From an optimization exercise on the open Yosys and OpenROAD flow, aimed at small area; shortcuts taken in it are not production practice.
Function was checked by simulation only, so behaviour that the tests miss may differ from the original.
No activity file was given, so power comes from the tool's default toggle rates.

$ cat flow/config.mk
export PLATFORM = sky130hd
export DESIGN_NAME = iq_analyse
export DESIGN_NICKNAME = iq_analyse
export VERILOG_FILES = /design/flow/design.v
export SDC_FILE = /design/flow/constraint.sdc
export NUM_CORES = 4
export LEC_CHECK = 0
export CAP_MARGIN = 20
export CORE_MARGIN = 2
export CORE_UTILIZATION = 65
export PLACE_DENSITY = 0.75
export SLEW_MARGIN = 20
$ cat flow/constraint.sdc
create_clock -name core_clock -period 10.0 [get_ports {clk}]
set_input_delay 2.0000 -clock core_clock [delete_from_list [all_inputs] [get_ports {clk}]]
set_output_delay 2.0000 -clock core_clock [all_outputs]
set_load 0.01 [all_outputs]
$ cat flow/design.v
`timescale 1 ns / 1 ps
module iq_analyse #
(
  parameter integer DATA_WIDTH = 16
)
(
  input  wire clk,
  input wire  ce,
  input wire strobe_in,
  input wire rst,
  input  wire signed [DATA_WIDTH-1:0]  I_4sum,
  input  wire signed [DATA_WIDTH-1:0]  Q_4sum,
  input  wire [DATA_WIDTH-1:0]  Amp_4sum,
  output reg [6:0] bits_count,
  output wire signed [DATA_WIDTH+8-1:8]  DI_out,
  output wire signed [DATA_WIDTH+8-1:8]  DQ_out,
  output reg max_val_sync,
  output reg strobe_out
);
  integer i;
  reg [22:0] strobe_sr;
  reg strobe1;
  reg strobe2;
  always @(posedge clk) begin
    if (rst) begin
      strobe_sr <= 23'b0;
      strobe1 <= 1'b0;
      strobe2 <= 1'b0;
      strobe_out <= 1'b0;
    end else begin
      strobe_sr <= {strobe_sr[21:0], strobe_in};
      strobe1 <= strobe_sr[22];
      strobe2 <= strobe1;
      strobe_out <= strobe2;
    end
  end
  reg [2:0] sync_count;
  reg [2:0] max_sync;
  reg [15:0] Max_Amp;
  reg [23:0] A [0:4];
  wire samp = ce & strobe_in;
  wire adv = samp & (sync_count == 3'd0);
  wire ave_upd = ce & strobe2 & (sync_count == max_sync);
  wire [15:0] Ave_Amp_Out = A[0][23:8];
  wire [23:0] A_next = A[0] + {8'h00, Amp_4sum} - {8'h00, A[0][23:8]};
  wire max_hi0 = (Max_Amp[15:8] == 8'h00);
  wire [7:0] max_dec = max_hi0 ? {7'b0, |Max_Amp[7:0]} : Max_Amp[15:8];
  wire [15:0] Max_dec = Max_Amp - {8'h00, max_dec};
  always @(posedge clk) begin
    if (rst) begin
      sync_count <= 3'd0;
      max_sync <= 3'd0;
      bits_count <= 7'd0;
      Max_Amp <= 16'h0110;
      for (i = 0; i < 5; i = i + 1)
        A[i] <= 24'h000100;
      max_val_sync <= 1'b0;
    end else begin
      max_val_sync <= (sync_count == max_sync) & strobe_out;
      if (samp) begin
        if (Ave_Amp_Out > Max_Amp) begin
          Max_Amp <= Ave_Amp_Out;
          max_sync <= sync_count;
        end else begin
          Max_Amp <= Max_dec;
        end
        for (i = 0; i < 4; i = i + 1)
          A[i] <= A[i+1];
        A[4] <= A_next;
        sync_count <= (sync_count == 3'd4) ? 3'd0 : sync_count + 3'd1;
        if (sync_count == 3'd0)
          bits_count <= (bits_count == 7'd79) ? 7'd0 : bits_count + 7'd1;
      end
    end
  end
  reg [47:0] W;                 
  reg [47:0] H [0:3];           
  reg [47:0] R [0:74];          
  reg [4:0] oh;                 
  reg pending;                  
  reg xfer, xfer_n;             
  reg v40, v79;                 
  reg hv;                       
  wire [47:0] live = pending ? (H[0] & {48{hv}}) : W;
  wire [23:0] LI = live[47:24];
  wire [23:0] LQ = live[23:0];
  wire [23:0] I_upd = LI - {{8{LI[23]}}, LI[23:8]} + {{8{I_4sum[15]}}, I_4sum};
  wire [23:0] Q_upd = LQ - {{8{LQ[23]}}, LQ[23:8]} + {{8{Q_4sum[15]}}, Q_4sum};
  wire [47:0] live_nx = ave_upd ? {I_upd, Q_upd} : live;
  wire [4:0] psel = {5{v40}} & (pending ? {oh[3:0], oh[4]} : oh);
  reg [47:0] partner;
  always @(*) begin
    partner = 48'd0;
    for (i = 0; i < 5; i = i + 1)
      partner = partner | (R[35+i] & {48{psel[i]}});
  end
  wire pending_nx = (pending & ~xfer) | adv;
  wire at0_nx = xfer ? oh[0] : oh[1];
  always @(posedge clk) begin
    if (rst) begin
      oh <= 5'b00001;
      pending <= 1'b0;
      xfer <= 1'b0;
      xfer_n <= 1'b1;
      v40 <= 1'b0;
      v79 <= 1'b0;
      hv <= 1'b0;
      W <= 48'd0;
    end else begin
      if (!xfer)
        oh <= {oh[0], oh[4:1]};
      pending <= pending_nx;
      xfer <= pending_nx & at0_nx;
      xfer_n <= ~(pending_nx & at0_nx);
      if (adv & (bits_count == 7'd39))
        v40 <= 1'b1;
      if (adv & (bits_count == 7'd78))
        v79 <= 1'b1;
      if (adv)
        hv <= v79;
      else if (ave_upd)
        hv <= 1'b1;
      if (xfer | ~pending)
        W <= live_nx;
    end
  end
  always @(posedge clk) begin
    if (xfer)
      H[0] <= H[1];
    else if (pending & ave_upd & ~adv)
      H[0] <= live_nx;
    for (i = 1; i < 3; i = i + 1)
      H[i] <= (H[i+1] & {48{xfer}}) | (H[i] & {48{xfer_n}});
    H[3] <= (R[0] & {48{xfer}}) | (H[3] & {48{xfer_n}});
    for (i = 0; i < 75; i = i + 1) begin
      if (i % 5 == 4) begin
        if (i == 74)
          R[i] <= (W & {48{xfer}}) | (R[i-4] & {48{xfer_n}});
        else
          R[i] <= (R[i+1] & {48{xfer}}) | (R[i-4] & {48{xfer_n}});
      end else begin
        R[i] <= R[i+1];
      end
    end
  end
  reg [23:8] DI, DQ;
  wire lt40 = (bits_count < 7'd40);
  wire [23:0] dI = LI + ~partner[47:24] + {23'd0, lt40};
  wire [23:0] dQ = LQ + ~partner[23:0] + {23'd0, lt40};
  always @(posedge clk) begin
    if (rst) begin
      DI <= 16'd0;
      DQ <= 16'd0;
    end else if (ave_upd) begin
      DI <= dI[23:8] ^ {16{~lt40}};
      DQ <= dQ[23:8] ^ {16{~lt40}};
    end
  end
  assign DI_out = DI;
  assign DQ_out = DQ;
endmodule
$ cat flow/flow/run.sh
#!/bin/bash
# The standard layout (standard.sh: the standard flow's synthesis and ORFS flow, unchanged),
# with settings passed to ORFS through its own variables:
#  - after floorplan, OpenROAD's restructure re-maps the combinational logic (three passes)
#    for area (registers untouched; flow/post_floorplan.tcl);
#  - clock tree: clkbuf_8 at the leaves, clkbuf_4 above them, small sink clusters, no dummy loads;
#  - port buffers: the smallest buffer (buf_1) on every input and output.
set -euo pipefail
here=$(pwd)
mkdir -p "$here/rmp"
export RMP_DIR="$here/rmp"
export RMP_FLOW="$here/flow"
export POST_FLOORPLAN_TCL="$here/flow/post_floorplan.tcl"
export CTS_ARGS="-sink_clustering_enable -repair_clock_nets -dont_use_dummy_load -buf_list sky130_fd_sc_hd__clkbuf_4 -sink_clustering_buffer sky130_fd_sc_hd__clkbuf_8 -sink_clustering_size 15 -sink_clustering_max_diameter 50"
export BUFFER_PORTS_ARGS="-buffer_cell sky130_fd_sc_hd__buf_1"
bash standard.sh > standard.log 2>&1
$ cat flow/flow/filter_lib.py
#!/usr/bin/env python3
"""Copy a liberty file without the cells whose names match the given patterns
(the platform's don't-use cells), for restructure's ABC run."""
import fnmatch, re, sys

src, dst = sys.argv[1], sys.argv[2]
pats = sys.argv[3:]
text = open(src).read()
out = []
pos = 0
cell_re = re.compile(r'^\s*cell\s*\(\s*"?([\w$]+)"?\s*\)\s*\{', re.M)
while True:
    m = cell_re.search(text, pos)
    if not m:
        out.append(text[pos:])
        break
    # find the end of this cell group by brace matching
    depth = 0
    i = m.end() - 1
    while True:
        c = text[i]
        if c == '{':
            depth += 1
        elif c == '}':
            depth -= 1
            if depth == 0:
                break
        i += 1
    name = m.group(1)
    out.append(text[pos:m.start()])
    if not any(fnmatch.fnmatch(name, p) for p in pats):
        out.append(text[m.start():i + 1])
    pos = i + 1
open(dst, 'w').write(''.join(out))
$ cat flow/flow/post_floorplan.tcl
# Area recovery: re-map the combinational logic with ABC (OpenROAD restructure).
# ABC reads a copy of the library without the platform's don't-use cells.
set rmp_lib $::env(RMP_DIR)/restructure.lib
exec python3 $::env(RMP_FLOW)/filter_lib.py [lindex $::env(LIB_FILES) 0] $rmp_lib \
  {*}$::env(DONT_USE_CELLS) *lpflow_* *probe*
puts "restructure: area before [expr [rsz::design_area] * 1e12] um2"
for {set pass 1} {$pass <= 3} {incr pass} {
  restructure -target area \
    -liberty_file $rmp_lib \
    -tielo_port sky130_fd_sc_hd__conb_1/LO \
    -tiehi_port sky130_fd_sc_hd__conb_1/HI \
    -work_dir $::env(RMP_DIR) \
    -abc_logfile $::env(RMP_DIR)/abc_$pass.log
  puts "restructure: area after pass $pass [expr [rsz::design_area] * 1e12] um2"
}
$ cat flow/standard.sh
#!/bin/bash
# synth_recipe.tcl (not shown) runs the flow's synth.tcl, then flattens the netlist and writes it again
# the make line also repeats each setting of config.mk as NAME=value (left out here)
make -C /OpenROAD-flow-scripts/flow DESIGN_CONFIG=/design/flow/config.mk WORK_HOME=/design/flow/orfs CLKGATE_MAP_FILE= SYNTH_SCRIPT=/design/flow/synth_recipe.tcl "${@:-finish}"
==> impl_metrics.toml, run 1 <==
[place]
portBuffers = 92
post_dp_cell_area_um2 = 105000
dp.cells = 9881
gp_congestion = 0.901
dpl.hpwl_um = 114000

[synth]
synthDominantCellAreaShare_pct = 76.4
synth_area_leaders = "dfxtp_1 (76%), a22o_1 (7.3%), ha_1 (1.8%), edfxtp_1 (1.4%), nand2_1 (1.3%)"
synth_edf_count = 48
yosys_most_used_dff = "dfxtp_1"
syn_area_um2 = 105000
syn-num-nets = 7751
ys_seq_elements = 4059
ys_warn_count = 4
ys_seq_area_share_pct = 77.8
avgSynthCellArea_um2 = 14.0
syn_inst = 7488
synth_cell_types = 77
async_flop_share_pct = 0
synth_top_area_cell = "dfxtp_1"

[clock_network]
htreeDepth = 5
cts_sinks = 4059
cts-hold-fix-buffers = 0
cts_buffer_depth = 4
post_cts_resized = 0
cts_tree = "yes"
cts-root-buf = "clkbuf_4"
insertion_delay_ps = 1420
cts.reportedPaths.clkPinSlew_ps = 90
cts_setup_buffers = 0
cts_made_buffers = 331

[die]
die_h_um = 406
design.die.area_um2 = 165000
die_x_um = 406
io_pins = 93
core_area_um2 = 161000
start_util_pct = 65.4
rows = 147

[worst_hold_path]
holdPathEnd = "R[72][39]$_DFF_P_"
hp-start = "R[73][39]$_DFF_P_"
hold_path_class = "reg2reg"
hold_path_depth = 0

[drt]
firstDrtPassIters = 6
vias = 55200
wl_um = 186000
first_iter_violations = 3994
viasPerCell = 5.40
drtAntennaViolNets = 0
drc = 0
wl_per_cell_um = 18.2

[sta]
finalCritPeriodShare_pct = 77.9
final_max_slew_viol_count = 0
finalHoldViolations = 0
rsz0062_at_grt = "false"
max_slew_margin_pct = 7.99
fin_setup_tns_ps = 0
clock-skew-final_ps = 157
worst_pin_slew_ps = 1380
max_freq_ghz = 0.128
layout_min_cycle_time_ps = 7790
setup_viol = 0

[final_layout]
nFillCells = 11100
fin_util_pct = 68.3
drive_gt1_share_pct = 4.96
layout_commonest_cell = "dfxtp_1"
area_growth_pct = 4.34
nNetsFinal = 8106
layout_common_cells = "dfxtp_1 (4007), clkinv_1 (1046), o22ai_1 (901)"
multiInputGateArea_um2 = 16200
final-instance-count-excl-fill = 10200
seqCellArea_um2 = 81700
final_area_um2 = 110000

[grt]
grt_overflow = 0
grt_util_all_layers_pct = 22.6
antenna_found_initial = 26
grt_pass1_vias = 54400
grt_max_degree = 215
grt_pass1_wl_um = 296000

[setup_path]
cpPeakStageDelay_ps = 650
rr_worst_depth = 31
r2r-start = "pending$_SDFF_PP0_"
r2r_slack_ps = 2210
crit_path_frequent_cell = "nor2_1"
cp-start-kind = "flop"
setup.worst_path.end_class = "flop"
worstPathRequired_ps = 11160
arrival_ps = 8950
critPathKind = "reg2reg"
cp_max_fo = 18
cp_slowest_cell = "dfxtp_2"
r2r_end = "H[0][22]$_DFFE_PP_"

[power_and_ir_drop]
power_density_nw_per_um2 = 246
p_leak_nw = 42.8
ir_drop_v = 0.000138

[run_status]
status = "timing/DRC/antenna clean"

[flow_run]
drv_cap = 0
Yosys cell counts (52+ instances only):
| master | count |
|---|---|
| fa_1 | 63 |
| nor2b_1 | 55 |
| nor2_1 | 151 |
| xnor2_1 | 82 |
| nand2_1 | 377 |
| dfxtp_1 | 4011 |
| a221oi_1 | 52 |
| a21o_1 | 53 |
| ha_1 | 148 |
| clkbuf_1 | 290 |
| o21ai_0 | 100 |
| a21oi_1 | 265 |
| a22o_1 | 875 |
| inv_1 | 307 |
cell families (layout without fill, tap and decap cells):
logic type               Yosys count  count (layout)  synth area share, %
AO/OA/AOI/OAI                   1610            1925                 12.0
buffers and inverters            648            1520                 2.32
XOR/XNOR                         117              41                0.975
adder cells (fa/ha/maj)          211               0                 2.96
other                              0               9                    0
multiplexers                      63               0                0.638
flip-flops                      4059            4059                 77.8
AND/OR/NAND/NOR                  780             507                 3.35
through the flow:
stage	power (W)	worst slack (ps)	hold WS [ps]
floorplan	0.0174	5020	310
global placement	0.0199	2460	310
detailed placement	0.0200	2410	312
CTS	0.0271	2380	200
global route	0.0280	1350	201
finish	0.0269	2210	216
worst max-delay path: cells and delay by family (launching register included):
family,cells,cell delay (ps)
AO/OA/AOI/OAI,15,4030
XOR/XNOR,1,250
buffers and inverters,4,920
flip-flops,1,650
AND/OR/NAND/NOR,11,1760
how the worst max path moves through the flow:
stage                            start                  to  slack [ps]  cells after the start
finish              pending$_SDFF_PP0_  H[0][22]$_DFFE_PP_        2210                     31
global route        pending$_SDFF_PP0_  H[0][22]$_DFFE_PP_        1350                     31
floorplan                   Q_4sum[10]  H[0][21]$_DFFE_PP_        5020                     14
detailed placement           Q_4sum[1]  H[0][22]$_DFFE_PP_        2410                     28
CTS                 pending$_SDFF_PP0_  H[0][22]$_DFFE_PP_        2380                     31
global placement             Q_4sum[1]  H[0][22]$_DFFE_PP_        2460                     28
routing by layer:
layer  track usage (%)  part of all wire (%)  vias up  wire (µm)
met1              32.9                    49    26600      90500
met2              33.5                    42     1271      79000
met5                 0                 0.054        -        100
li1                  -                     -    26900          -
met3              4.93                   6.1      386      11300
met4              7.55                   2.7       16       5020
registers in the layout (all words and copies together), names as in the netlist, 3 cells and up:
name	flops
R	3600
H	192
A	120
W	48
strobe_sr	23
DI	16
DQ	16
Max_Amp	16
bits_count	7
oh	5
max_sync	3
sync_count	3
area by class of cell:
type	instances	area share [%]
multi-input cells	2473	14.8
well taps	2160	2.47
diodes	9	0.0205
inverters	1053	3.63
repair buffers	136	0.652
clock buffers	331	3.88
flip-flops and latches	4059	74.6
power by group:
| part | total (W) | internal (W) | switching [W] | leakage (nW) |
|---|---|---|---|---|
| combinational | 0.00149 | 0.000543 | 0.000944 | 7.19 |
| clock | 0.00728 | 0.00272 | 0.00456 | 2.25 |
| sequential | 0.0181 | 0.0177 | 0.000459 | 33.4 |
==> inputs of run 2 (changes only) <==
--- a/flow/flow/run.sh
+++ b/flow/flow/run.sh
@@ -2,7 +2,8 @@
 # The standard layout (standard.sh: the standard flow's synthesis and ORFS flow, unchanged),
 # with settings passed to ORFS through its own variables:
 #  - after floorplan, OpenROAD's restructure re-maps the combinational logic (three passes)
-#    for area (registers untouched; flow/post_floorplan.tcl);
+#    for area (registers untouched; flow/post_floorplan.tcl), then o22ai cells
+#    fed by four inverters go back to a22o (flow/peephole.tcl);
 #  - clock tree: clkbuf_8 at the leaves, clkbuf_4 above them, small sink clusters, no dummy loads;
 #  - port buffers: the smallest buffer (buf_1) on every input and output.
 set -euo pipefail
==> flow/flow/peephole.tcl (new file) <==
# Peephole after restructure: o22ai whose four inputs all come from inverters
# is an a22o of the inverters' inputs; inverters left without loads go away.
proc rmp_driver_iterm { net } {
  foreach t [$net getITerms] {
    if { [$t isOutputSignal] } { return $t }
  }
  return ""
}
proc rmp_o22ai_to_a22o {} {
  set db [ord::get_db]
  set block [ord::get_db_block]
  set a22o [$db findMaster sky130_fd_sc_hd__a22o_1]
  set n 0
  foreach inst [$block getInsts] {
    if { ![string match sky130_fd_sc_hd__o22ai_* [[$inst getMaster] getName]] } { continue }
    set ins {}
    set ok 1
    foreach p {A1 A2 B1 B2} {
      set net [[$inst findITerm $p] getNet]
      if { $net == "NULL" || [llength [$net getBTerms]] > 0 } { set ok 0; break }
      set drv [rmp_driver_iterm $net]
      if { $drv == "" } { set ok 0; break }
      if { ![regexp {__(clk)?inv_[0-9]+$} [[[$drv getInst] getMaster] getName]] } { set ok 0; break }
      set innet [[[$drv getInst] findITerm A] getNet]
      if { $innet == "NULL" } { set ok 0; break }
      lappend ins $innet
    }
    if { !$ok } { continue }
    set ynet [[$inst findITerm Y] getNet]
    set name [$inst getName]
    foreach p {A1 A2 B1 B2 Y} { [$inst findITerm $p] disconnect }
    odb::dbInst_destroy $inst
    set new [odb::dbInst_create $block $a22o "${name}_a22o"]
    foreach p {A1 A2 B1 B2} net $ins { [$new findITerm $p] connect $net }
    [$new findITerm X] connect $ynet
    incr n
  }
  set removed 0
  set again 1
  while { $again } {
    set again 0
    foreach inst [$block getInsts] {
      if { ![regexp {__(clk)?inv_[0-9]+$} [[$inst getMaster] getName]] } { continue }
      set ynet [[$inst findITerm Y] getNet]
      if { $ynet != "NULL" && ([llength [$ynet getITerms]] > 1 || [llength [$ynet getBTerms]] > 0) } { continue }
      set anet [[$inst findITerm A] getNet]
      foreach p {A Y} { [$inst findITerm $p] disconnect }
      odb::dbInst_destroy $inst
      if { $ynet != "NULL" } { odb::dbNet_destroy $ynet }
      incr removed
      set again 1
    }
  }
  puts "peephole: $n o22ai to a22o, $removed inverters removed"
}
--- a/flow/flow/post_floorplan.tcl
+++ b/flow/flow/post_floorplan.tcl
@@ -4,7 +4,8 @@
 exec python3 $::env(RMP_FLOW)/filter_lib.py [lindex $::env(LIB_FILES) 0] $rmp_lib \
   {*}$::env(DONT_USE_CELLS) *lpflow_* *probe*
 puts "restructure: area before [expr [rsz::design_area] * 1e12] um2"
-for {set pass 1} {$pass <= 3} {incr pass} {
+set rmp_passes [expr {[info exists ::env(RMP_PASSES)] ? $::env(RMP_PASSES) : 2}]
+for {set pass 1} {$pass <= $rmp_passes} {incr pass} {
   restructure -target area \
     -liberty_file $rmp_lib \
     -tielo_port sky130_fd_sc_hd__conb_1/LO \
@@ -13,3 +14,8 @@
     -abc_logfile $::env(RMP_DIR)/abc_$pass.log
   puts "restructure: area after pass $pass [expr [rsz::design_area] * 1e12] um2"
 }
+# ABC maps some and-or selections as o22ai fed by four inverters; put those
+# back as a22o (the same function) and drop the inverters left unused.
+source $::env(RMP_FLOW)/peephole.tcl
+rmp_o22ai_to_a22o
+puts "restructure: area after peephole [expr [rsz::design_area] * 1e12] um2"
==> impl_metrics.toml, run 2 <==
[run_status]
status = "timing/DRC/antenna clean"

[setup_path]
worstPathRequired_ps = 11030
cp_slowest_cell = "dfxtp_2"
r2r-start = "pending$_SDFF_PP0_"
cp_max_fo = 21
cp-start-kind = "flop"
rr_worst_depth = 33
cpPeakStageDelay_ps = 630
r2r_end = "H[0][23]$_DFFE_PP_"
r2r_slack_ps = 2410
setup.worst_path.end_class = "flop"
arrival_ps = 8620
critPathKind = "reg2reg"
crit_path_frequent_cell = "nor2_1"

[sta]
rsz0062_at_grt = "false"
final_max_slew_viol_count = 0
setup_viol = 0
worst_pin_slew_ps = 1080
max_slew_margin_pct = 27.9
fin_setup_tns_ps = 0
layout_min_cycle_time_ps = 7590
max_freq_ghz = 0.132
clock-skew-final_ps = 134
finalCritPeriodShare_pct = 75.9
finalHoldViolations = 0

[clock_network]
cts-hold-fix-buffers = 0
insertion_delay_ps = 1370
htreeDepth = 5
cts.reportedPaths.clkPinSlew_ps = 90
cts_buffer_depth = 4
cts-root-buf = "clkbuf_4"
post_cts_resized = 0
cts_sinks = 4059
cts_setup_buffers = 0
cts_made_buffers = 332
cts_tree = "yes"

[power_and_ir_drop]
power.total_w = 0.0248
p_sw_w = 0.00533
p_leak_nw = 41.7
ir_drop_v = 0.000189
power_frac_seq_pct = 66.7
power_frac_clock_pct = 29.4
internal_power_w = 0.0195
combPwrFrac_pct = 3.9
power_density_nw_per_um2 = 229
switching_share_pct = 21.5

[worst_hold_path]
holdPathEnd = "R[20][11]$_DFF_P_"
hold_path_class = "reg2reg"
hp-start = "R[21][11]$_DFF_P_"
hold_path_depth = 0

[drt]
drc = 0
wl_per_cell_um = 19.1
viasPerCell = 5.51
first_iter_violations = 4060
vias = 53100
firstDrtPassIters = 6
wl_um = 184000
drtAntennaViolNets = 0

[synth]
synth_area_leaders = "dfxtp_1 (76%), a22o_1 (7.3%), ha_1 (1.8%), edfxtp_1 (1.4%), nand2_1 (1.3%)"
synthDominantCellAreaShare_pct = 76.4
synth_common_cells = "dfxtp_1 (4011), a22o_1 (875), nand2_1 (377)"
yosysMostFrequentCell = "dfxtp_1"
avgSynthCellArea_um2 = 14.0
syn_area_um2 = 105000
syn_inst = 7488
ys_seq_area_share_pct = 77.8
yosys_most_used_dff = "dfxtp_1"
ys_warn_count = 4
async_flop_share_pct = 0
ys_seq_elements = 4059
synth_edf_count = 48
synth_cell_types = 77
synth_top_area_cell = "dfxtp_1"
syn-num-nets = 7751

[final_layout]
area_growth_pct = 3.23
top_regs = "R x3600, H x192, A x120"
nNetsFinal = 7515
top_register = "R"
layout_commonest_cell = "dfxtp_1"
layout_common_cells = "dfxtp_1 (4007), a22o_1 (809), nor2_1 (349)"
drive_gt1_share_pct = 5.35
largest_reg_flops = 3600

[die]
die_h_um = 406
core_area_um2 = 161000
start_util_pct = 65.4
die_x_um = 406
io_pins = 93
rows = 147
design.die.area_um2 = 165000

[place]
gp_congestion = 0.910
dpl.hpwl_um = 111000
portBuffers = 92

[flow_run]
drv_cap = 0

[grt]
grt_pass1_wl_um = 291000
grt_util_all_layers_pct = 22.3
grt_max_degree = 224
grt_overflow = 0
antenna_found_initial = 24
grt_pass1_vias = 52800
[run 2: cell counts after synthesis]
Identical to the previous run, type by type.
[run 2: kinds of logic after synthesis]
logic type	count (synthesis)	synth area share [%]
AO/OA/AOI/OAI	1610	12.0
XOR/XNOR	117	0.975
AND/OR/NAND/NOR	780	3.35
adder cells (fa/ha/maj)	211	2.96
flip-flops	4059	77.8
buffers and inverters	648	2.32
multiplexers	63	0.638
[run 2: metrics by stage]
stage	std cells	hold slack (ps)	cell area (µm²)	utilization (%)	setup slack, ps
4_1_cts	9620	186	108000	67.5	2620
3_3_place_gp	9288	310	104000	64.9	2600
3_5_place_dp	9288	312	104000	64.9	2530
6_report	9635	197	108000	67.5	2410
5_1_grt	9629	192	108000	67.5	1620
2_1_floorplan	7488	310	105000	-	5020
[run 2: final cells by class]
class	count	area [µm²]
fillers	10900	52100
flip-flops and latches	4059	81700
multi-input cells	2647	17900
clock buffers	332	4260
diodes	14	35.0
inverters	286	1080
well taps	2160	2700
repair buffers	137	741
[run 2: power groups by stage]
| stage | clock [W] | sequential, W | combinational [W] |
|---|---|---|---|
| 2_1_floorplan | 0 | 0.0166 | 0.000797 |
| 3_3_place_gp | 0 | 0.0169 | 0.000920 |
| 3_5_place_dp | 0 | 0.0170 | 0.000937 |
| 4_1_cts | 0.00751 | 0.0166 | 0.000943 |
| 5_1_grt | 0.00809 | 0.0166 | 0.00106 |
| 6_report | 0.00730 | 0.0166 | 0.000969 |
[run 2: critical path, delay by kind of cell, from the launching register on]
kind	cells	cell delay [ps]
flops	1	630
compound gates	18	4110
buf+inv	4	830
simple gates	11	1730
[run 2: how the worst max path moves through the flow]
stage | from | end | cells after the start
floorplan | Q_4sum[10] | H[0][21]$_DFFE_PP_ | 14
global placement | Q_4sum[1] | H[0][23]$_DFFE_PP_ | 29
detailed placement | Q_4sum[1] | H[0][23]$_DFFE_PP_ | 29
CTS | pending$_SDFF_PP0_ | H[0][42]$_DFFE_PP_ | 32
global route | pending$_SDFF_PP0_ | H[0][42]$_DFFE_PP_ | 32
finish | pending$_SDFF_PP0_ | H[0][23]$_DFFE_PP_ | 33
[run 2: layer usage]
| layer | share of wire (%) | GRT usage (%) | routed length (µm) | vias up |
|---|---|---|---|---|
| met5 | 0.067 | 0 | 123 | - |
| li1 | - | - | - | 25600 |
| met4 | 2.4 | 7.43 | 4390 | 22 |
| met3 | 6.9 | 5.10 | 12700 | 382 |
| met2 | 44 | 33.5 | 80300 | 1476 |
| met1 | 47 | 31.9 | 86900 | 25600 |
==> inputs of run 3 (changes only) <==
--- a/flow/flow/run.sh
+++ b/flow/flow/run.sh
@@ -12,6 +12,6 @@
 export RMP_DIR="$here/rmp"
 export RMP_FLOW="$here/flow"
 export POST_FLOORPLAN_TCL="$here/flow/post_floorplan.tcl"
-export CTS_ARGS="-sink_clustering_enable -repair_clock_nets -dont_use_dummy_load -buf_list sky130_fd_sc_hd__clkbuf_4 -sink_clustering_buffer sky130_fd_sc_hd__clkbuf_8 -sink_clustering_size 15 -sink_clustering_max_diameter 50"
+export CTS_ARGS="-sink_clustering_enable -repair_clock_nets -dont_use_dummy_load -buf_list sky130_fd_sc_hd__clkbuf_4 -sink_clustering_buffer sky130_fd_sc_hd__clkbuf_8 -sink_clustering_size 18 -sink_clustering_max_diameter 50"
 export BUFFER_PORTS_ARGS="-buffer_cell sky130_fd_sc_hd__buf_1"
 bash standard.sh > standard.log 2>&1
==> impl_metrics.toml, run 3 <==
[die]
rows = 147
design.die.area_um2 = 165000
io_pins = 93
die_x_um = 406
start_util_pct = 65.4
die_h_um = 406
core_area_um2 = 161000

[final_layout]
largest_reg_flops = 3600
nFillCells = 11000
top_register = "R"
area_growth_pct = 2.66
nNetsFinal = 7472
top_regs = "R x3600, H x192, A x120"
final-instance-count-excl-fill = 9589
layout_commonest_cell = "dfxtp_1"
drive_gt1_share_pct = 4.80
layout_common_cells = "dfxtp_1 (4007), a22o_1 (809), nor2_1 (349)"

[clock_network]
cts.reportedPaths.clkPinSlew_ps = 100
post_cts_resized = 0
cts_made_buffers = 289
cts_buffer_depth = 4
cts_sinks = 4059
htreeDepth = 5
insertion_delay_ps = 1320
cts_setup_buffers = 0
cts-root-buf = "clkbuf_4"
cts_tree = "yes"
cts-hold-fix-buffers = 0

[drt]
wl_um = 184000
first_iter_violations = 4120
firstDrtPassIters = 8
vias = 52900
viasPerCell = 5.51
drc = 0
drtAntennaViolNets = 0
wl_per_cell_um = 19.2

[power_and_ir_drop]
combPwrFrac_pct = 4.0
p_sw_w = 0.00523
ir_drop_v = 0.000175
switching_share_pct = 21.5
internal_power_w = 0.0192
power_density_nw_per_um2 = 226
power_frac_clock_pct = 28.0
p_leak_nw = 41.3
power_frac_seq_pct = 68.0
power.total_w = 0.0244

[synth]
ys_seq_area_share_pct = 77.8
syn_inst = 7488
yosysMostFrequentCell = "dfxtp_1"
synth_area_leaders = "dfxtp_1 (76%), a22o_1 (7.3%), ha_1 (1.8%), edfxtp_1 (1.4%), nand2_1 (1.3%)"
async_flop_share_pct = 0
ys_seq_elements = 4059
syn-num-nets = 7751
synth_common_cells = "dfxtp_1 (4011), a22o_1 (875), nand2_1 (377)"
synth_edf_count = 48
syn_area_um2 = 105000
avgSynthCellArea_um2 = 14.0
synth_top_area_cell = "dfxtp_1"
synth_cell_types = 77
ys_warn_count = 4
yosys_most_used_dff = "dfxtp_1"
synthDominantCellAreaShare_pct = 76.4

[setup_path]
crit_path_frequent_cell = "o21ai_0"
cp-start-kind = "flop"
cp_max_fo = 21
r2r_end = "H[0][23]$_DFFE_PP_"
r2r-start = "pending$_SDFF_PP0_"
worstPathRequired_ps = 10990
rr_worst_depth = 31
setup.worst_path.end_class = "flop"
cpPeakStageDelay_ps = 630
cp_slowest_cell = "dfxtp_2"
r2r_slack_ps = 2410
arrival_ps = 8580
critPathKind = "reg2reg"

[sta]
setup_viol = 0
max_slew_margin_pct = 27.1
finalCritPeriodShare_pct = 75.9
worst_pin_slew_ps = 1090
clock-skew-final_ps = 118
layout_min_cycle_time_ps = 7590
fin_setup_tns_ps = 0
final_max_slew_viol_count = 0
max_freq_ghz = 0.132
finalHoldViolations = 0
rsz0062_at_grt = "false"

[place]
dp.cells = 9288
gp_congestion = 0.910
dpl.hpwl_um = 111000
portBuffers = 92

[grt]
grt_max_degree = 224
grt_overflow = 0
grt_pass1_wl_um = 289000
grt_util_all_layers_pct = 22.1
grt_pass1_vias = 52100
antenna_found_initial = 25

[worst_hold_path]
hold_path_depth = 0
hp-start = "R[72][26]$_DFF_P_"
hold_path_class = "reg2reg"
holdPathEnd = "R[71][26]$_DFF_P_"

[run_status]
status = "timing/DRC/antenna clean"

[flow_run]
drv_cap = 0
## run 3: cell counts after synthesis
Identical to the previous run, type by type.
## run 3: area by class of cell
cell class              count  area, µm²  area share (%)
well taps                2160       2700            2.51
flip-flops and latches   4059      81700            75.8
repair buffers            137        741           0.687
multi-input cells        2647      17900            16.6
diodes                     11       27.5          0.0255
clock buffers             289       3670            3.40
inverters                 286       1080            1.00
## run 3: stage by stage
step                      setup WS [ps]  area (µm²)  utilization, %  hold slack (ps)
after global routing               1680      108000            67.2              230
after detailed placement           2530      104000            64.9              312
after global placement             2600      104000            64.9              310
after floorplan                    5020      105000               -              310
final                              2410      108000            67.2              236
after CTS                          2720      108000            67.1              205
## run 3: power groups by stage
stage | combinational (W) | clock [W] | sequential (W)
after floorplan | 0.000797 | 0 | 0.0166
after global placement | 0.000920 | 0 | 0.0169
after detailed placement | 0.000937 | 0 | 0.0170
after CTS | 0.000942 | 0.00704 | 0.0166
after global routing | 0.00106 | 0.00762 | 0.0166
final | 0.000970 | 0.00684 | 0.0166
## run 3: worst max-delay path by stage
stage                       startpoint                 end  slack [ps]  cells after the start
floorplan                   Q_4sum[10]  H[0][21]$_DFFE_PP_        5020                     14
global placement             Q_4sum[1]  H[0][23]$_DFFE_PP_        2600                     29
detailed placement           Q_4sum[1]  H[0][23]$_DFFE_PP_        2530                     29
CTS                 pending$_SDFF_PP0_  H[0][23]$_DFFE_PP_        2720                     31
global route        pending$_SDFF_PP0_  H[0][23]$_DFFE_PP_        1680                     33
finish              pending$_SDFF_PP0_  H[0][23]$_DFFE_PP_        2410                     31
## run 3: cells by family after synthesis
| kind of cell | Yosys count | synth area share [%] |
|---|---|---|
| adder cells (fa/ha/maj) | 211 | 2.96 |
| multiplexers | 63 | 0.638 |
| AO/OA/AOI/OAI | 1610 | 12.0 |
| buffers and inverters | 648 | 2.32 |
| XOR/XNOR | 117 | 0.975 |
| flip-flops | 4059 | 77.8 |
| AND/OR/NAND/NOR | 780 | 3.35 |
## run 3: critical path: cells and delay by family, from the launching register on
| kind | cells | cell delay [ps] |
|---|---|---|
| compound gates | 18 | 4070 |
| flops | 1 | 630 |
| buf+inv | 5 | 1170 |
| simple gates | 8 | 1440 |
## run 3: metal layers
metal	global-route usage [%]	vias up	routed length, µm
li1	-	25600	-
met1	31.9	25400	86800
met2	33.4	1463	79400
met3	4.72	398	12600
met4	7.34	20	5170
met5	0	-	115
==> inputs of run 4 (changes only) <==
--- a/flow/design.v
+++ b/flow/design.v
@@ -74,44 +74,41 @@
     end
   end
   reg [47:0] W;                 
-  reg [47:0] H [0:3];           
-  reg [47:0] R [0:74];          
-  reg [4:0] oh;                 
+  reg [47:0] H0;                
+  reg [47:0] R [0:77];          
+  reg [5:0] oh;                 
   reg pending;                  
-  reg xfer, xfer_n;             
   reg v40, v79;                 
   reg hv;                       
-  wire [47:0] live = pending ? (H[0] & {48{hv}}) : W;
+  wire [47:0] live = pending ? (H0 & {48{hv}}) : W;
   wire [23:0] LI = live[47:24];
   wire [23:0] LQ = live[23:0];
   wire [23:0] I_upd = LI - {{8{LI[23]}}, LI[23:8]} + {{8{I_4sum[15]}}, I_4sum};
   wire [23:0] Q_upd = LQ - {{8{LQ[23]}}, LQ[23:8]} + {{8{Q_4sum[15]}}, Q_4sum};
   wire [47:0] live_nx = ave_upd ? {I_upd, Q_upd} : live;
-  wire [4:0] psel = {5{v40}} & (pending ? {oh[3:0], oh[4]} : oh);
+  wire xfer = oh[0] & (pending | adv);
+  wire xfer_n = ~xfer;
+  wire adv_now = adv & ~pending & oh[0];
+  wire [47:0] tail = pending ? W : live_nx;
+  wire [5:0] psel = {6{v40}} & (pending ? {oh[2:0], oh[5:3]} : {oh[3:0], oh[5:4]});
   reg [47:0] partner;
   always @(*) begin
     partner = 48'd0;
-    for (i = 0; i < 5; i = i + 1)
-      partner = partner | (R[35+i] & {48{psel[i]}});
+    for (i = 0; i < 6; i = i + 1)
+      partner = partner | (R[36+i] & {48{psel[i]}});
   end
-  wire pending_nx = (pending & ~xfer) | adv;
-  wire at0_nx = xfer ? oh[0] : oh[1];
   always @(posedge clk) begin
     if (rst) begin
-      oh <= 5'b00001;
+      oh <= 6'b000001;
       pending <= 1'b0;
-      xfer <= 1'b0;
-      xfer_n <= 1'b1;
       v40 <= 1'b0;
       v79 <= 1'b0;
       hv <= 1'b0;
       W <= 48'd0;
     end else begin
       if (!xfer)
-        oh <= {oh[0], oh[4:1]};
-      pending <= pending_nx;
-      xfer <= pending_nx & at0_nx;
-      xfer_n <= ~(pending_nx & at0_nx);
+        oh <= {oh[0], oh[5:1]};
+      pending <= (pending & ~xfer) | (adv & ~adv_now);
       if (adv & (bits_count == 7'd39))
         v40 <= 1'b1;
       if (adv & (bits_count == 7'd78))
@@ -120,24 +117,23 @@
         hv <= v79;
       else if (ave_upd)
         hv <= 1'b1;
-      if (xfer | ~pending)
+      if (adv_now)
+        W <= H0 & {48{v79}};
+      else if (xfer | ~pending)
         W <= live_nx;
     end
   end
   always @(posedge clk) begin
     if (xfer)
-      H[0] <= H[1];
-    else if (pending & ave_upd & ~adv)
-      H[0] <= live_nx;
-    for (i = 1; i < 3; i = i + 1)
-      H[i] <= (H[i+1] & {48{xfer}}) | (H[i] & {48{xfer_n}});
-    H[3] <= (R[0] & {48{xfer}}) | (H[3] & {48{xfer_n}});
-    for (i = 0; i < 75; i = i + 1) begin
-      if (i % 5 == 4) begin
-        if (i == 74)
-          R[i] <= (W & {48{xfer}}) | (R[i-4] & {48{xfer_n}});
+      H0 <= R[0];
+    else if (pending & ave_upd)
+      H0 <= live_nx;
+    for (i = 0; i < 78; i = i + 1) begin
+      if (i % 6 == 5) begin
+        if (i == 77)
+          R[i] <= (tail & {48{xfer}}) | (R[i-5] & {48{xfer_n}});
         else
-          R[i] <= (R[i+1] & {48{xfer}}) | (R[i-4] & {48{xfer_n}});
+          R[i] <= (R[i+1] & {48{xfer}}) | (R[i-5] & {48{xfer_n}});
       end else begin
         R[i] <= R[i+1];
       end
--- a/flow/flow/run.sh
+++ b/flow/flow/run.sh
@@ -1,9 +1,9 @@
 #!/bin/bash
 # The standard layout (standard.sh: the standard flow's synthesis and ORFS flow, unchanged),
 # with settings passed to ORFS through its own variables:
-#  - after floorplan, OpenROAD's restructure re-maps the combinational logic (three passes)
+#  - after floorplan, OpenROAD's restructure re-maps the combinational logic (one pass)
 #    for area (registers untouched; flow/post_floorplan.tcl), then o22ai cells
-#    fed by four inverters go back to a22o (flow/peephole.tcl);
+#    with inverted inputs go back to a22o where that saves inverters (flow/peephole.tcl);
 #  - clock tree: clkbuf_8 at the leaves, clkbuf_4 above them, small sink clusters, no dummy loads;
 #  - port buffers: the smallest buffer (buf_1) on every input and output.
 set -euo pipefail
==> flow/flow/peephole.tcl (replaced) <==
# Peephole after restructure: an o22ai with an inverter on one input of each
# OR pair, o22ai(~a, s, ~b, t) = (a & ~s) | (b & ~t), is put back as an a22o
# of the complements (the inverter's input, or one shared new inverter per
# other net with many loads); inverters left without loads go away.
proc rmp_driver_iterm { net } {
  foreach t [$net getITerms] {
    if { [$t isOutputSignal] } { return $t }
  }
  return ""
}
proc rmp_inv_input { net } {
  # The input net of the inverter driving net, or "" if net has no inverter driver.
  if { $net == "NULL" || [llength [$net getBTerms]] > 0 } { return "" }
  set drv [rmp_driver_iterm $net]
  if { $drv == "" } { return "" }
  if { ![regexp {__(clk)?inv_[0-9]+$} [[[$drv getInst] getMaster] getName]] } { return "" }
  set a [[[$drv getInst] findITerm A] getNet]
  if { $a == "NULL" } { return "" }
  return $a
}
proc rmp_o22ai_to_a22o {} {
  set db [ord::get_db]
  set block [ord::get_db_block]
  set a22o [$db findMaster sky130_fd_sc_hd__a22o_1]
  set inv [$db findMaster sky130_fd_sc_hd__inv_1]
  array set comp {}
  set n 0
  set ninv 0
  foreach inst [$block getInsts] {
    if { ![string match sky130_fd_sc_hd__o22ai_* [[$inst getMaster] getName]] } { continue }
    set ok 1
    set plan {}
    foreach {p q} {A1 A2 B1 B2} {
      set np [[$inst findITerm $p] getNet]
      set nq [[$inst findITerm $q] getNet]
      if { $np == "NULL" || $nq == "NULL" } { set ok 0; break }
      set cp [rmp_inv_input $np]
      set cq [rmp_inv_input $nq]
      if { $cp == "" && $cq == "" } { set ok 0; break }
      if { $cp == "" && [llength [$np getITerms]] < 17 } { set ok 0; break }
      if { $cq == "" && [llength [$nq getITerms]] < 17 } { set ok 0; break }
      lappend plan $np $cp $nq $cq
    }
    if { !$ok } { continue }
    set ins {}
    foreach {net c} $plan {
      if { $c == "" } {
        set key [$net getName]
        if { ![info exists comp($key)] } {
          set nn [odb::dbNet_create $block "${key}_rmpn"]
          set ii [odb::dbInst_create $block $inv "${key}_rmpinv"]
          [$ii findITerm A] connect $net
          [$ii findITerm Y] connect $nn
          set comp($key) $nn
          incr ninv
        }
        set c $comp($key)
      }
      lappend ins $c
    }
    set ynet [[$inst findITerm Y] getNet]
    set name [$inst getName]
    foreach p {A1 A2 B1 B2 Y} { [$inst findITerm $p] disconnect }
    odb::dbInst_destroy $inst
    set new [odb::dbInst_create $block $a22o "${name}_a22o"]
    foreach p {A1 A2 B1 B2} net $ins { [$new findITerm $p] connect $net }
    [$new findITerm X] connect $ynet
    incr n
  }
  set removed 0
  set again 1
  while { $again } {
    set again 0
    foreach inst [$block getInsts] {
      if { ![regexp {__(clk)?inv_[0-9]+$} [[$inst getMaster] getName]] } { continue }
      set ynet [[$inst findITerm Y] getNet]
      if { $ynet != "NULL" && ([llength [$ynet getITerms]] > 1 || [llength [$ynet getBTerms]] > 0) } { continue }
      foreach p {A Y} { [$inst findITerm $p] disconnect }
      odb::dbInst_destroy $inst
      if { $ynet != "NULL" } { odb::dbNet_destroy $ynet }
      incr removed
      set again 1
    }
  }
  puts "peephole: $n o22ai to a22o, $ninv inverters added, $removed inverters removed"
}
--- a/flow/flow/post_floorplan.tcl
+++ b/flow/flow/post_floorplan.tcl
@@ -4,7 +4,7 @@
 exec python3 $::env(RMP_FLOW)/filter_lib.py [lindex $::env(LIB_FILES) 0] $rmp_lib \
   {*}$::env(DONT_USE_CELLS) *lpflow_* *probe*
 puts "restructure: area before [expr [rsz::design_area] * 1e12] um2"
-set rmp_passes [expr {[info exists ::env(RMP_PASSES)] ? $::env(RMP_PASSES) : 2}]
+set rmp_passes [expr {[info exists ::env(RMP_PASSES)] ? $::env(RMP_PASSES) : 1}]
 for {set pass 1} {$pass <= $rmp_passes} {incr pass} {
   restructure -target area \
     -liberty_file $rmp_lib \
==> impl_metrics.toml, run 4 <==
[run_status]
status = "timing/DRC/antenna clean"

[die]
die_h_um = 406
rows = 147
core_area_um2 = 160000
design.die.area_um2 = 165000
io_pins = 93
die_x_um = 406
start_util_pct = 65.4

[sta]
max_freq_ghz = 0.134
final_max_slew_viol_count = 0
worst_pin_slew_ps = 1330
holdWs_ps = 218
max_slew_margin_pct = 10.7
rsz0062_at_grt = "false"
finalHoldViolations = 0
setup_viol = 0
layout_min_cycle_time_ps = 7490
fin_setup_tns_ps = 0
finalCritPeriodShare_pct = 74.9
clock-skew-final_ps = 172

[final_layout]
layout_commonest_cell = "dfxtp_1"
nNetsFinal = 7480
drive_gt1_share_pct = 5.05
largest_reg_flops = 3744
top_regs = "R x3744, A x120"
nFillCells = 11100
final-instance-count-excl-fill = 9601
top_register = "R"
area_growth_pct = 2.13
layout_common_cells = "dfxtp_1 (4009), a22o_1 (579), nor2_1 (436)"
final_area_um2 = 107000

[grt]
grt_pass1_wl_um = 292000
grt_util_all_layers_pct = 22.6
grt_overflow = 0
grt_max_degree = 195
grt_pass1_vias = 51500
antenna_found_initial = 12

[synth]
synth_top_family_by_area = "simple AND/OR/NAND/NOR gates"
synthSimpleGateAreaFrac_pct = 9.98
synthXorXnorAreaFrac_pct = 1.10
syn_inst = 8582
synth_compound_area_share_pct = 5.68
avgSynthCellArea_um2 = 12.2
syn_area_um2 = 105000
synth_top_area_cell = "dfxtp_1"
synth_area_leaders = "dfxtp_1 (77%), nand2_1 (7.9%), ha_1 (1.8%), a21oi_1 (1.4%), edfxtp_1 (1.4%)"
synthDominantCellAreaShare_pct = 76.5
async_flop_share_pct = 0
synth_edf_count = 48
ys_warn_count = 3
ys_seq_elements = 4058
synthAdderAreaFrac_pct = 2.97
synth_cell_types = 73
yosysMostFrequentCell = "dfxtp_1"
synth_common_cells = "dfxtp_1 (4010), nand2_1 (2214), a21oi_1 (298)"
synthMuxAreaShare_pct = 0.307
ys_seq_area_share_pct = 77.9
yosys_most_used_dff = "dfxtp_1"
syn-num-nets = 8845

[clock_network]
cts_made_buffers = 290
cts-root-buf = "clkbuf_4"
htreeDepth = 5
cts_buffer_depth = 4
cts.reportedPaths.clkPinSlew_ps = 100
cts_tree = "yes"
insertion_delay_ps = 1380
cts_setup_buffers = 0
cts-hold-fix-buffers = 0
post_cts_resized = 0
cts_sinks = 4058

[setup_path]
rr_worst_depth = 25
r2r-start = "pending$_SDFF_PP0_"
cp_max_fo = 38
critPathKind = "reg2reg"
setup.worst_path.end_class = "flop"
cp-start-kind = "flop"
r2r_slack_ps = 2510
arrival_ps = 8560
r2r_end = "W[45]$_SDFFE_PP0P_"
worstPathRequired_ps = 11070

[power_and_ir_drop]
p_leak_nw = 41.3
power_density_nw_per_um2 = 237
ir_drop_v = 0.000226

[drt]
vias = 52700
first_iter_violations = 4287
viasPerCell = 5.49
firstDrtPassIters = 6
wl_um = 187000
drtAntennaViolNets = 0
drc = 0
wl_per_cell_um = 19.5

[place]
gp_congestion = 0.928
dp.cells = 9296
portBuffers = 92
post_dp_cell_area_um2 = 103000
dpl.hpwl_um = 115000

[flow_run]
drv_cap = 0

[worst_hold_path]
hp-start = "R[25][24]$_DFF_P_"
holdPathEnd = "R[24][24]$_DFF_P_"
hold_path_class = "reg2reg"
hold_path_depth = 0
run 4: cell families after synthesis:
logic type | after synthesis
AND/OR/NAND/NOR | 2660
multiplexers | 32
adder cells (fa/ha/maj) | 211
AO/OA/AOI/OAI | 921
flip-flops | 4058
XOR/XNOR | 132
buffers and inverters | 568
run 4: how the worst max path moves through the flow:
stage,from,end,slack (ps),depth (start not counted)
detailed placement,pending$_SDFF_PP0_,W[47]$_SDFFE_PP0P_,2870,26
floorplan,ce,H0[0]$_DFFE_PP_,3230,5
finish,pending$_SDFF_PP0_,W[45]$_SDFFE_PP0P_,2510,25
global placement,pending$_SDFF_PP0_,H0[23]$_DFFE_PP_,3130,25
CTS,pending$_SDFF_PP0_,W[47]$_SDFFE_PP0P_,2840,26
global route,pending$_SDFF_PP0_,W[47]$_SDFFE_PP0P_,2020,26
run 4: stage by stage:
| step | setup slack (ps) | power, W | util (%) |
|---|---|---|---|
| after global routing | 2020 | 0.0264 | 66.8 |
| after floorplan | 3230 | 0.0175 | - |
| after detailed placement | 2870 | 0.0189 | 64.5 |
| after global placement | 3130 | 0.0188 | 64.5 |
| final | 2510 | 0.0254 | 66.8 |
| after CTS | 2840 | 0.0256 | 66.8 |
run 4: critical path, cell delays in order, from the launching register on:
cell and delay, ps:
dfxtp_4 670, clkinv_2 790, a32oi_1 780, clkinv_1 270, nor2_1 230, a21oi_1 90, o21ai_0 330, o21ai_0 210
o22ai_1 210, and2_0 200, nor2_1 80, o22ai_1 220, nor2_1 90, o41ai_1 690, nand2_1 190, a21o_1 230
nor3_1 230, a222oi_1 140, nor2_1 260, o21ai_0 240, o31ai_1 330, xnor2_1 100, o22ai_1 280, o21ai_0 140
o22ai_1 170, nor2_1 50
run 4: per-layer routing:
| layer | vias to the layer above | global-route usage, % | part of all wire (%) | wire [µm] |
|---|---|---|---|---|
| met5 | - | 0 | 0.038 | 72 |
| met4 | 12 | 8.82 | 3.6 | 6650 |
| met3 | 439 | 4.35 | 6.3 | 11900 |
| met2 | 1534 | 33.7 | 43 | 80700 |
| met1 | 25400 | 32.7 | 47 | 87900 |
| li1 | 25300 | - | - | - |
run 4: where the power goes:
| part | internal [W] | switching (W) |
|---|---|---|
| Sequential | 0.0172 | 0.000344 |
| Combinational | 0.000365 | 0.000643 |
| Clock | 0.00238 | 0.00448 |
run 4: area by class of cell:
type | count | area, µm² | area share [%]
timing repair buffer | 151 | 842 | 0.786
inverter | 299 | 1140 | 1.07
clock buffer | 290 | 3680 | 3.44
multi-input combinational | 2628 | 17000 | 15.8
sequential | 4058 | 81700 | 76.3
tap | 2160 | 2700 | 2.52
antenna | 15 | 37.5 | 0.0350
==> inputs of run 5 (changes only) <==
--- a/flow/flow/run.sh
+++ b/flow/flow/run.sh
@@ -12,6 +12,6 @@
 export RMP_DIR="$here/rmp"
 export RMP_FLOW="$here/flow"
 export POST_FLOORPLAN_TCL="$here/flow/post_floorplan.tcl"
-export CTS_ARGS="-sink_clustering_enable -repair_clock_nets -dont_use_dummy_load -buf_list sky130_fd_sc_hd__clkbuf_4 -sink_clustering_buffer sky130_fd_sc_hd__clkbuf_8 -sink_clustering_size 18 -sink_clustering_max_diameter 50"
+export CTS_ARGS="-sink_clustering_enable -repair_clock_nets -dont_use_dummy_load -buf_list sky130_fd_sc_hd__clkbuf_4 -sink_clustering_buffer sky130_fd_sc_hd__clkbuf_8 -sink_clustering_size 19 -sink_clustering_max_diameter 60"
 export BUFFER_PORTS_ARGS="-buffer_cell sky130_fd_sc_hd__buf_1"
 bash standard.sh > standard.log 2>&1
==> impl_metrics.toml, run 5 <==
[power_and_ir_drop]
p_sw_w = 0.00534
power_frac_clock_pct = 25.7
ir_drop_v = 0.000187
power_density_nw_per_um2 = 234
combPwrFrac_pct = 4.0
switching_share_pct = 21.4
internal_power_w = 0.0196
p_leak_nw = 41.0
power_frac_seq_pct = 70.3

[final_layout]
drive_gt1_share_pct = 4.43
largest_reg_flops = 3744
layout_commonest_cell = "dfxtp_1"
top_register = "R"
fin_util_pct = 66.5
area_growth_pct = 1.67
nNetsFinal = 7431
layout_common_cells = "dfxtp_1 (4009), a22o_1 (579), nor2_1 (436)"
top_regs = "R x3744, A x120"

[sta]
clock-skew-final_ps = 163
finalHoldViolations = 0
layout_min_cycle_time_ps = 7360
fin_setup_tns_ps = 0
max_slew_margin_pct = 25.8
max_freq_ghz = 0.136
finalCritPeriodShare_pct = 73.6
setup_viol = 0
rsz0062_at_grt = "false"
final_max_slew_viol_count = 0
worst_pin_slew_ps = 1110

[synth]
synth_top_area_cell = "dfxtp_1"
synthDominantCellAreaShare_pct = 76.5
synth_edf_count = 48
avgSynthCellArea_um2 = 12.2
ys_warn_count = 3
synth_common_cells = "dfxtp_1 (4010), nand2_1 (2214), a21oi_1 (298)"
ys_seq_area_share_pct = 77.9
syn-num-nets = 8845
syn_inst = 8582
syn_area_um2 = 105000
yosys_most_used_dff = "dfxtp_1"
synth_cell_types = 73
yosysMostFrequentCell = "dfxtp_1"
ys_seq_elements = 4058
synth_area_leaders = "dfxtp_1 (77%), nand2_1 (7.9%), ha_1 (1.8%), a21oi_1 (1.4%), edfxtp_1 (1.4%)"
async_flop_share_pct = 0

[setup_path]
cpPeakStageDelay_ps = 780
setup.worst_path.end_class = "flop"
cp_max_fo = 38
arrival_ps = 8590
cp-start-kind = "flop"
r2r_slack_ps = 2640
cp_slowest_cell = "clkinv_2"
r2r_end = "W[47]$_SDFFE_PP0P_"
cp.depth = 26
worstPathRequired_ps = 11230
rr_worst_depth = 26
r2r-start = "pending$_SDFF_PP0_"
cp_top_family = "compound AO/OA/AOI/OAI gates"
critPathKind = "reg2reg"
critPathBufInv = 3

[drt]
wl_um = 186000
first_iter_violations = 4293
firstDrtPassIters = 7
drtAntennaViolNets = 0
vias = 52300
wl_per_cell_um = 19.5
viasPerCell = 5.48
drc = 0

[worst_hold_path]
hp-start = "R[19][14]$_DFF_P_"
holdPathEnd = "R[18][14]$_DFF_P_"
hold_path_depth = 0
hold_path_class = "reg2reg"

[run_status]
status = "timing/DRC/antenna clean"

[clock_network]
cts_buffer_depth = 3
cts_sinks = 4058
post_cts_resized = 0
cts.reportedPaths.clkPinSlew_ps = 110
cts_made_buffers = 241
cts_setup_buffers = 0
htreeDepth = 4
cts-hold-fix-buffers = 0
cts_tree = "yes"
insertion_delay_ps = 1380
cts-root-buf = "clkbuf_4"

[grt]
grt_pass1_vias = 51100
grt_util_all_layers_pct = 22.5
grt_overflow = 0
antenna_found_initial = 13
grt_max_degree = 195
grt_pass1_wl_um = 290000

[place]
gp_congestion = 0.928
dpl.hpwl_um = 115000
portBuffers = 92

[die]
start_util_pct = 65.4
core_area_um2 = 160000
rows = 147
design.die.area_um2 = 165000
die_x_um = 406
io_pins = 93
die_h_um = 406

[flow_run]
drv_cap = 0
run 5: layout make-up:
| class | count | area, µm² |
|---|---|---|
| diodes | 11 | 27.5 |
| well taps | 2160 | 2700 |
| fillers | 11200 | 53800 |
| clock buffers | 241 | 3210 |
| multi-input cells | 2628 | 17000 |
| repair buffers | 151 | 842 |
| flip-flops and latches | 4058 | 81700 |
| inverters | 299 | 1140 |
run 5: power by group through the flow:
| stage | Sequential (W) | Combinational (W) | Clock, W |
|---|---|---|---|
| global route | 0.0176 | 0.00110 | 0.00716 |
| finish | 0.0175 | 0.00101 | 0.00641 |
| global placement | 0.0179 | 0.000969 | 0 |
| CTS | 0.0176 | 0.000990 | 0.00660 |
| floorplan | 0.0169 | 0.000635 | 0 |
| detailed placement | 0.0179 | 0.000980 | 0 |
run 5: per-stage QoR:
stage                     total power [W]  hold slack [ps]  setup WS, ps  area, µm²  instances
after floorplan                    0.0175              310          3230     105000       8582
after global placement             0.0188              310          3130     103000       9296
after detailed placement           0.0189              312          2870     103000       9296
after CTS                          0.0251              201          2890     107000       9537
after global routing               0.0259              214          2030     107000       9547
final                              0.0250              222          2640     107000       9548
run 5: kinds of logic (layout without fill, tap and decap cells):
family	Yosys count	in the layout	share of synthesized area, %
DFF	4058	4058	77.9
adders and majority gates	211	0	2.97
and+or+nand+nor	2660	802	9.98
muxes	32	0	0.307
buffers and inverters	568	691	2.04
AOI/OAI and AO/OA	921	1779	5.68
xor gates and xnor gates	132	47	1.10
other	0	11	0
run 5: worst register-to-register path: cells and delay by family (launching register included):
kind	cells	cell delay, ps
compound gates	14	3880
simple gates	8	1410
buf+inv	3	1160
flops	1	680
xor+xnor	1	190
run 5: worst max-delay path by stage:
| stage | from | endpoint |
|---|---|---|
| final | pending$_SDFF_PP0_ | W[47]$_SDFFE_PP0P_ |
| after global routing | pending$_SDFF_PP0_ | W[47]$_SDFFE_PP0P_ |
| after CTS | pending$_SDFF_PP0_ | W[47]$_SDFFE_PP0P_ |
| after detailed placement | pending$_SDFF_PP0_ | W[47]$_SDFFE_PP0P_ |
| after global placement | pending$_SDFF_PP0_ | H0[23]$_DFFE_PP_ |
| after floorplan | ce | H0[0]$_DFFE_PP_ |
run 5: per-layer routing:
layer | GRT usage [%] | routed length, µm | up-vias
met5 | 0 | 93 | -
met4 | 7.24 | 5190 | 14
met3 | 4.29 | 11700 | 357
met2 | 34.0 | 81200 | 1504
met1 | 32.7 | 87600 | 25200
li1 | - | - | 25200
==> inputs of run 6 (changes only) <==
==> flow/flow/run.sh (replaced) <==
#!/bin/bash
# The standard layout (standard.sh: the standard flow's synthesis and ORFS flow, unchanged),
# with settings passed to ORFS through its own variables:
#  - after floorplan, OpenROAD's restructure re-maps the combinational logic (one pass)
#    for area (registers untouched; flow/post_floorplan.tcl), then o22ai cells
#    with inverted inputs go back to a22o where that saves inverters (flow/peephole.tcl);
#  - clock tree: clkbuf_8 at the leaves, clkbuf_2 above them, small sink clusters, no dummy loads;
#  - port buffers: the smallest buffer (buf_1) on every input and output.
set -euo pipefail
here=$(pwd)
mkdir -p "$here/rmp"
export RMP_DIR="$here/rmp"
export RMP_FLOW="$here/flow"
export POST_FLOORPLAN_TCL="$here/flow/post_floorplan.tcl"
export CTS_ARGS="-sink_clustering_enable -repair_clock_nets -dont_use_dummy_load -buf_list sky130_fd_sc_hd__clkbuf_2 -sink_clustering_buffer sky130_fd_sc_hd__clkbuf_8 -sink_clustering_size 18 -sink_clustering_max_diameter 60"
export BUFFER_PORTS_ARGS="-buffer_cell sky130_fd_sc_hd__buf_1"
bash standard.sh > standard.log 2>&1
==> impl_metrics.toml, run 6 <==
[run_status]
status = "timing/DRC/antenna clean"

[synth]
synth_common_cells = "dfxtp_1 (4010), nand2_1 (2214), a21oi_1 (298)"
synth_edf_count = 48
async_flop_share_pct = 0
synth_cell_types = 73
syn_inst = 8582
synth_top_area_cell = "dfxtp_1"
synth_area_leaders = "dfxtp_1 (77%), nand2_1 (7.9%), ha_1 (1.8%), a21oi_1 (1.4%), edfxtp_1 (1.4%)"
ys_seq_elements = 4058
ys_seq_area_share_pct = 77.9
avgSynthCellArea_um2 = 12.2
ys_warn_count = 3
syn_area_um2 = 105000
synthDominantCellAreaShare_pct = 76.5
syn-num-nets = 8845
yosysMostFrequentCell = "dfxtp_1"
yosys_most_used_dff = "dfxtp_1"

[clock_network]
cts_buffer_depth = 4
cts_tree = "yes"
insertion_delay_ps = 1860
cts-root-buf = "clkbuf_2"
cts_sinks = 4058
cts_made_buffers = 285
post_cts_resized = 0
cts-hold-fix-buffers = 0
cts_setup_buffers = 0
htreeDepth = 5
cts.reportedPaths.clkPinSlew_ps = 110

[drt]
firstDrtPassIters = 8
wl_per_cell_um = 19.5
viasPerCell = 5.48
wl_um = 187000
first_iter_violations = 4433
vias = 52600
drtAntennaViolNets = 0
drc = 0

[final_layout]
nFillCells = 11200
seqCellArea_um2 = 81700
top_register = "R"
nNetsFinal = 7475
drive_gt1_share_pct = 5.00
layout_common_cells = "dfxtp_1 (4009), a22o_1 (579), nor2_1 (436)"
multiInputGateArea_um2 = 17000
top_regs = "R x3744, A x120"
largest_reg_flops = 3744
layout_commonest_cell = "dfxtp_1"
area_growth_pct = 1.94

[grt]
grt_overflow = 0
grt_max_degree = 195
grt_util_all_layers_pct = 22.6
antenna_found_initial = 14
grt_pass1_wl_um = 292000
grt_pass1_vias = 51500

[setup_path]
worstPathRequired_ps = 11570
arrival_ps = 9060
r2r-start = "pending$_SDFF_PP0_"
critPathKind = "reg2reg"
setup.worst_path.end_class = "flop"
cp-start-kind = "flop"
r2r_end = "W[47]$_SDFFE_PP0P_"
r2r_slack_ps = 2500
cp_max_fo = 38
rr_worst_depth = 26

[sta]
max_slew_margin_pct = 23.2
rsz0062_at_grt = "false"
layout_min_cycle_time_ps = 7500
final_max_slew_viol_count = 0
finalWorstSetupSlack_ps = 2500
finalHoldViolations = 0
worst_pin_slew_ps = 1150
setup_viol = 0
max_freq_ghz = 0.133
finalCritPeriodShare_pct = 75.0
fin_setup_tns_ps = 0
clock-skew-final_ps = 226

[place]
portBuffers = 92
dp_slack_ps = 2870
dpl.hpwl_um = 115000
gp_congestion = 0.928

[die]
die_h_um = 406
design.die.area_um2 = 165000
core_area_um2 = 160000
start_util_pct = 65.4
io_pins = 93
rows = 147
die_x_um = 406

[power_and_ir_drop]
power_density_nw_per_um2 = 236
power.total_w = 0.0252
p_leak_nw = 41.2
ir_drop_v = 0.000197

[worst_hold_path]
hp-start = "R[28][24]$_DFF_P_"
hold_path_depth = 0
holdPathEnd = "R[27][24]$_DFF_P_"
hold_path_class = "reg2reg"

[flow_run]
drv_cap = 0
run 6: worst max-delay path by stage:
stage,startpoint,end,cells past startpoint
finish,pending$_SDFF_PP0_,W[47]$_SDFFE_PP0P_,26
global route,pending$_SDFF_PP0_,W[47]$_SDFFE_PP0P_,26
CTS,pending$_SDFF_PP0_,W[47]$_SDFFE_PP0P_,26
detailed placement,pending$_SDFF_PP0_,W[47]$_SDFFE_PP0P_,26
global placement,pending$_SDFF_PP0_,H0[23]$_DFFE_PP_,25
floorplan,ce,H0[0]$_DFFE_PP_,5
run 6: where the power goes:
part | switching [W] | total, W | internal, W
sequential | 0.000347 | 0.0175 | 0.0172
combinational | 0.000643 | 0.00101 | 0.000365
clock | 0.00446 | 0.00667 | 0.00221
run 6: stage by stage:
step	cell area (µm²)	utilization [%]	hold slack (ps)	instances
after floorplan	105000	-	310	8582
after global placement	103000	64.5	310	9296
after detailed placement	103000	64.5	312	9296
after CTS	107000	66.6	102	9581
after global routing	107000	66.7	124	9591
final	107000	66.7	144	9592
run 6: cell type report:
cell class                      instances  share of cell area [%]
Sequential cell                      4058                    76.4
Multi-Input combinational cell       2628                    15.9
Clock buffer                          285                    3.27
Tap cell                             2160                    2.53
Inverter                              299                    1.07
Timing Repair Buffer                  151                   0.788
Antenna cell                           11                  0.0257
run 6: routing by layer:
metal | GRT usage, % | routed length, µm | part of all wire [%]
met1 | 32.8 | 87700 | 47
met2 | 33.8 | 80900 | 43
met3 | 4.37 | 12000 | 6.4
met4 | 8.17 | 6190 | 3.3
met5 | 0 | 104 | 0.056
run 6: cell families after synthesis:
family                     Yosys count  share of synthesized area [%]
DFF                               4058                           77.9
and+or+nand+nor                   2660                           9.98
AOI/OAI and AO/OA                  921                           5.68
buffers and inverters              568                           2.04
adders and majority gates          211                           2.97
xor gates and xnor gates           132                           1.10
muxes                               32                          0.307
run 6: worst max-delay path: stages, from the launching register on:
cell and delay (ps):
dfxtp_4 660, clkinv_2 790, a32oi_1 790, clkinv_1 260, nor2_1 220, a21oi_1 80
o21ai_0 330, o21ai_0 210, o22ai_1 190, and2_0 190, nor2_1 80, o22ai_1 210
nor2_1 90, o41ai_1 690, nand2_1 200, a21o_1 230, nor3_1 230, a222oi_1 140
nor2_1 260, o21ai_0 240, clkinv_1 110, o21bai_1 90, xnor2_1 190, or2_0 160
a2bb2oi_1 240, o21ai_0 130, o32ai_1 290

what the ideal ports hide:
In the flow no input, the clock included, has a driving cell. The finished layouts below were timed again as built, in two steps.
Step 1 (the two cells are an assumption about what drives the block):
set clk [get_ports {clk}]
set_driving_cell -lib_cell sky130_fd_sc_hd__clkbuf_16 $clk
set_driving_cell -lib_cell sky130_fd_sc_hd__buf_2 [delete_from_list [all_inputs] $clk]
Step 2 also shifts input and output timing later by t, the mid clock arrival at the registers, as if the neighbouring blocks saw the same clock.
a / b / c = ideal / step 1 / step 2; a / b = the first two.
| run | shift t [ns] | setup WS [ns] | worst slew at a driven data input, ns |
|---|---|---|---|
| run 1 | 1.414 | 2.214 / 2.214 / 2.166 | 0.23 |
| run 2 | 1.373 | 2.413 / 2.413 / 2.230 | 0.24 |
| run 3 | 1.345 | 2.407 / 2.407 / 2.181 | 0.26 |
| run 4 | 1.377 | 2.514 / 2.514 / 2.514 | 0.15 |
| run 5 | 1.368 | 2.639 / 2.639 / 2.639 | 0.15 |
| run 6 | 1.821 | 2.505 / 2.505 / 2.505 | 0.15 |
After both steps setup and hold are still met in every run listed. The setup slack of run 3, which loses most, moves by 0.000 ns with the drivers and by -0.226 ns with both steps.
